From an optimization exercise on the open Yosys and OpenROAD flow, aimed at small area and a short achievable clock period; shortcuts taken in it are not production practice. Where RTL was checked, it was by simulation tests only, not by an equivalence proof against the original. No activity file was given, so power comes from the tool's default toggle rates.

==> flow/design.v (excerpt) <==
module sobel_mod (
    input clk,
    input rst,
    input [7:0] cam_red_i,
    input [7:0] cam_green_i,
    input [7:0] cam_blue_i,
    input cam_done_i,
    output [7:0] sobel_red_o,
    output [7:0] sobel_green_o,
    output [7:0] sobel_blue_o,
    output sobel_done_o
);
localparam THRESHOLD = 60;
reg  [6:0]  ga;       
reg  [7:0]  gb;       
reg  [4:0]  gc;       
reg         iv;       
reg  [13:0] cnt;      
reg         armed;    
always @(posedge clk) begin
    ga <= {2'b00, cam_red_i[7:2]} + {4'b0000, cam_red_i[7:5]};
    gb <= {1'b0, cam_green_i[7:1]} + {4'b0000, cam_green_i[7:4]};
    gc <= {1'b0, cam_blue_i[7:4]} + {2'b00, cam_blue_i[7:5]};
    iv <= ~rst & cam_done_i;
    cnt <= iv ? cnt + 14'd1 : 14'd0;
    armed <= ~rst & (armed | (iv & (cnt == 14'd129)));
end
reg  [7:0]  g0;       
reg         r0G;      
reg         r1G;      
reg         c0G;      
reg         goG;      
always @(posedge clk) begin
    g0  <= {1'b0, ga} + gb + {3'b000, gc};
    r0G <= (cnt[13:7] == 7'd0);
    r1G <= (cnt[13:7] == 7'd1);
    c0G <= (cnt[6:0] == 7'd0);
end
always @(posedge clk) begin
    if (rst) goG <= 1'b0;
  ...
Size in the first run: ~2,800 cells after synthesis, roughly 2,200 flip-flops, about 52 I/O pins, ~48,000 um2 of cells after synthesis.
clock: 5.0 ns
lec_check: 0
cap_margin: 20
core_margin: 2
core_utilization: 60
cts_buf_list: sky130_fd_sc_hd__clkbuf_8
cts_cluster_diameter: 50
cts_cluster_size: 24
setup_slack_margin: 2.7
slew_margin: 20
run.sh (not shown) runs the stock make flow with config.mk's settings and CLKGATE_MAP_FILE= SYNTH_SCRIPT=/design/flow/synth_recipe.tcl, a recipe that flattens the netlist after the stock synthesis.
The baseline passed the timing, DRC and antenna checks.
Rerun with:
CTS_BUF_LIST = sky130_fd_sc_hd__clkbuf_8 sky130_fd_sc_hd__clkbuf_4   (was sky130_fd_sc_hd__clkbuf_8)
CTS_CLUSTER_DIAMETER = default   (was 50)
CTS_CLUSTER_SIZE = default   (was 24)
Effect:
- synthesized cell count stays the same
- fmax barely changes
- clock skew is higher by 0.038 ns
Rerun with:
CTS_BUF_LIST = default   (was sky130_fd_sc_hd__clkbuf_8 sky130_fd_sc_hd__clkbuf_4)
Flip-flop and latch count stays the same.
Cell count drops by a few percent.
Critical path depth is unchanged.
Non-clock buffer count climbs by 1.
Count of clock-buffer cells in the layout drops by 208.
Final area drops slightly.
First-iteration DRC count climbs by a few percent.
Sequential share of layout area climbs by 0.40 points.
Worst setup slack improves by 0.043 ns.
Clock skew drops by 0.054 ns.
Via count drops by a few percent.
No functional check of the RTL was part of any run of this note.

========
## tundra
Another version of the RTL of sobel_mod (not shown whole).
For scale: about 2200 flip-flops, roughly 52 I/O pins, ~50000 um^2 of cells after synthesis.
==> flow/config.mk <==
export PLATFORM = sky130hd
export DESIGN_NAME = sobel_mod
export DESIGN_NICKNAME = sobel_mod
export VERILOG_FILES = /design/flow/design.v
export SDC_FILE = /design/flow/constraint.sdc
export NUM_CORES = 4
export LEC_CHECK = 0
export ABC_AREA = 1
export CAP_MARGIN = 20
export CORE_MARGIN = 2
export CORE_UTILIZATION = 60
export SETUP_SLACK_MARGIN = 3.0
export SLEW_MARGIN = 20
==> flow/constraint.sdc <==
create_clock -name core_clock -period 5.0 [get_ports {clk}]
set_input_delay 1.0000 -clock core_clock [delete_from_list [all_inputs] [get_ports {clk}]]
set_output_delay 1.0000 -clock core_clock [all_outputs]
set_load 0.01 [all_outputs]
standard.sh (not shown) runs the stock make flow with config.mk's settings and CLKGATE_MAP_FILE= SYNTH_SCRIPT=/design/flow/synth_recipe.tcl, a recipe that flattens the netlist after the stock synthesis.
==> flow/flow/run.sh <==
#!/bin/bash
# The standard layout (the standard.sh), with clock tree synthesis told
# to cluster up to 34 sinks per leaf buffer and to add no dummy loads.
set -euo pipefail
export CTS_ARGS="-sink_clustering_enable -repair_clock_nets -sink_clustering_size 34 -sink_clustering_max_diameter 60 -dont_use_dummy_load"
bash standard.sh > standard_flow.log 2>&1
The inputs of raven differ from those of tundra as listed below.
# tundra
export LEC_CHECK = 0
export ABC_AREA = 1
export CAP_MARGIN = 20
export CORE_MARGIN = 2
export CORE_UTILIZATION = 60
export SETUP_SLACK_MARGIN = 3.0
export SLEW_MARGIN = 20
create_clock -name core_clock -period 5.0 [get_ports {clk}]
# raven
export LEC_CHECK = 0
export CAP_MARGIN = 20
export CORE_MARGIN = 2
export CORE_UTILIZATION = 60
export CTS_CLUSTER_DIAMETER = 60
export CTS_CLUSTER_SIZE = 30
export SETUP_SLACK_MARGIN = 3.0
export SLEW_MARGIN = 20
create_clock -name core_clock -period 5.0 [get_ports {clk}]
==> flow/run.sh (new file) <==
#!/bin/bash
# synth_recipe.tcl (not shown) runs the flow's synth.tcl, then flattens the netlist and writes it again
# the make line also repeats each setting of config.mk as NAME=value (left out here)
make -C /OpenROAD-flow-scripts/flow DESIGN_CONFIG=/design/flow/config.mk WORK_HOME=/design/flow/orfs CLKGATE_MAP_FILE= SYNTH_SCRIPT=/design/flow/synth_recipe.tcl finish
removed: flow/flow/run.sh
removed: flow/standard.sh
--- outcome ---
Diff tundra -> raven | final net count | down by a few percent. Simple-gate share of the synthesized area delta for raven relative to tundra: 1.2 points lower. Diff raven..tundra | total power of the final layout | negligible. Between raven and tundra, combinational group share of total power is lower for raven, tundra comes in above that. Going from tundra to raven, synthesized area shrank slightly. The run showing the smaller register-to-register slack is raven. Final cell utilization of the core, raven and tundra: higher on raven.
--- input diff raven..sierra ---
==> flow/flow/run.sh (new file) <==
#!/bin/bash
# The standard layout (the standard.sh), with clock tree synthesis told
# to cluster up to 30 sinks per leaf buffer and to add no dummy loads.
set -euo pipefail
export CTS_ARGS="-sink_clustering_enable -repair_clock_nets -sink_clustering_size 30 -sink_clustering_max_diameter 60 -dont_use_dummy_load"
bash standard.sh > standard_flow.log 2>&1
==> flow/standard.sh (new file) <==
#!/bin/bash
# synth_recipe.tcl (not shown) runs the flow's synth.tcl, then flattens the netlist and writes it again
# the make line also repeats each setting of config.mk as NAME=value (left out here)
make -C /OpenROAD-flow-scripts/flow DESIGN_CONFIG=/design/flow/config.mk WORK_HOME=/design/flow/orfs CLKGATE_MAP_FILE= SYNTH_SCRIPT=/design/flow/synth_recipe.tcl "${@:-finish}"
removed: flow/run.sh
==> comparison <==
- Going from raven to sierra, clock power decreased by 14% relative to the old numbers, post-route worst setup slack moved down.
- Against raven as the reference, sierra delivers a lower clock share of power.
- Fmax deteriorates in sierra relative to raven.
- Of sierra and raven, the lower cell area belongs to sierra.
- Est. power | sierra vs raven | sierra lower
- Going from raven to sierra, the global-route wire length before repair was found to have gone down by about 0.8%.
- For the number of filler instances in the final layout, sierra came in 1.7% higher than raven did.
- raven -> sierra: multi-input gate share of the layout cell area flat
- Number of signal-net buffers in the layout (sierra / raven): 0.944

-- what the ideal ports hide --
Ports are ideal in the flow. The routed layouts listed here were re-timed in OpenROAD. Step 1: set_driving_cell puts a clkbuf_16 on clk and a buf_2 on each other input, an assumption about the parent block. Step 2 times the ports against the registers' clock, not the clock port: input delays grow and output delays shrink by t, the midpoint of the rising clock arrivals with the driver on. Three values: ideal, step 1, step 2; two values: the first two.
run | t, ns | slack for setup (ns) | hold WS [ns] | worst setup path after step 2 | cell pins on the clock port's net
the first run of note 1 | 0.832 | 2.581 / 2.581 / 2.105 | 0.281 / 0.281 / 0.281 | input to register | 1
the second run of note 1 | 0.891 | 2.576 / 2.576 / 2.104 | 0.266 / 0.266 / 0.266 | input to register | 1
the third run of note 1 | 0.792 | 2.619 / 2.619 / 2.100 | 0.286 / 0.286 / 0.286 | input to register | 1
tundra | 0.696 | 2.859 / 2.800 / 2.415 | 0.247 / 0.247 / 0.247 | input to register | 1
raven | 0.719 | 2.851 / 2.792 / 2.391 | 0.317 / 0.317 / 0.317 | input to register | 1
sierra | 0.689 | 2.843 / 2.843 / 2.398 | 0.286 / 0.286 / 0.286 | input to register | 1
After both steps setup and hold are still met in every run listed. For the third run of note 1, which loses most, drivers alone change the setup slack by 0.000 ns; drivers and shift together by -0.519 ns.
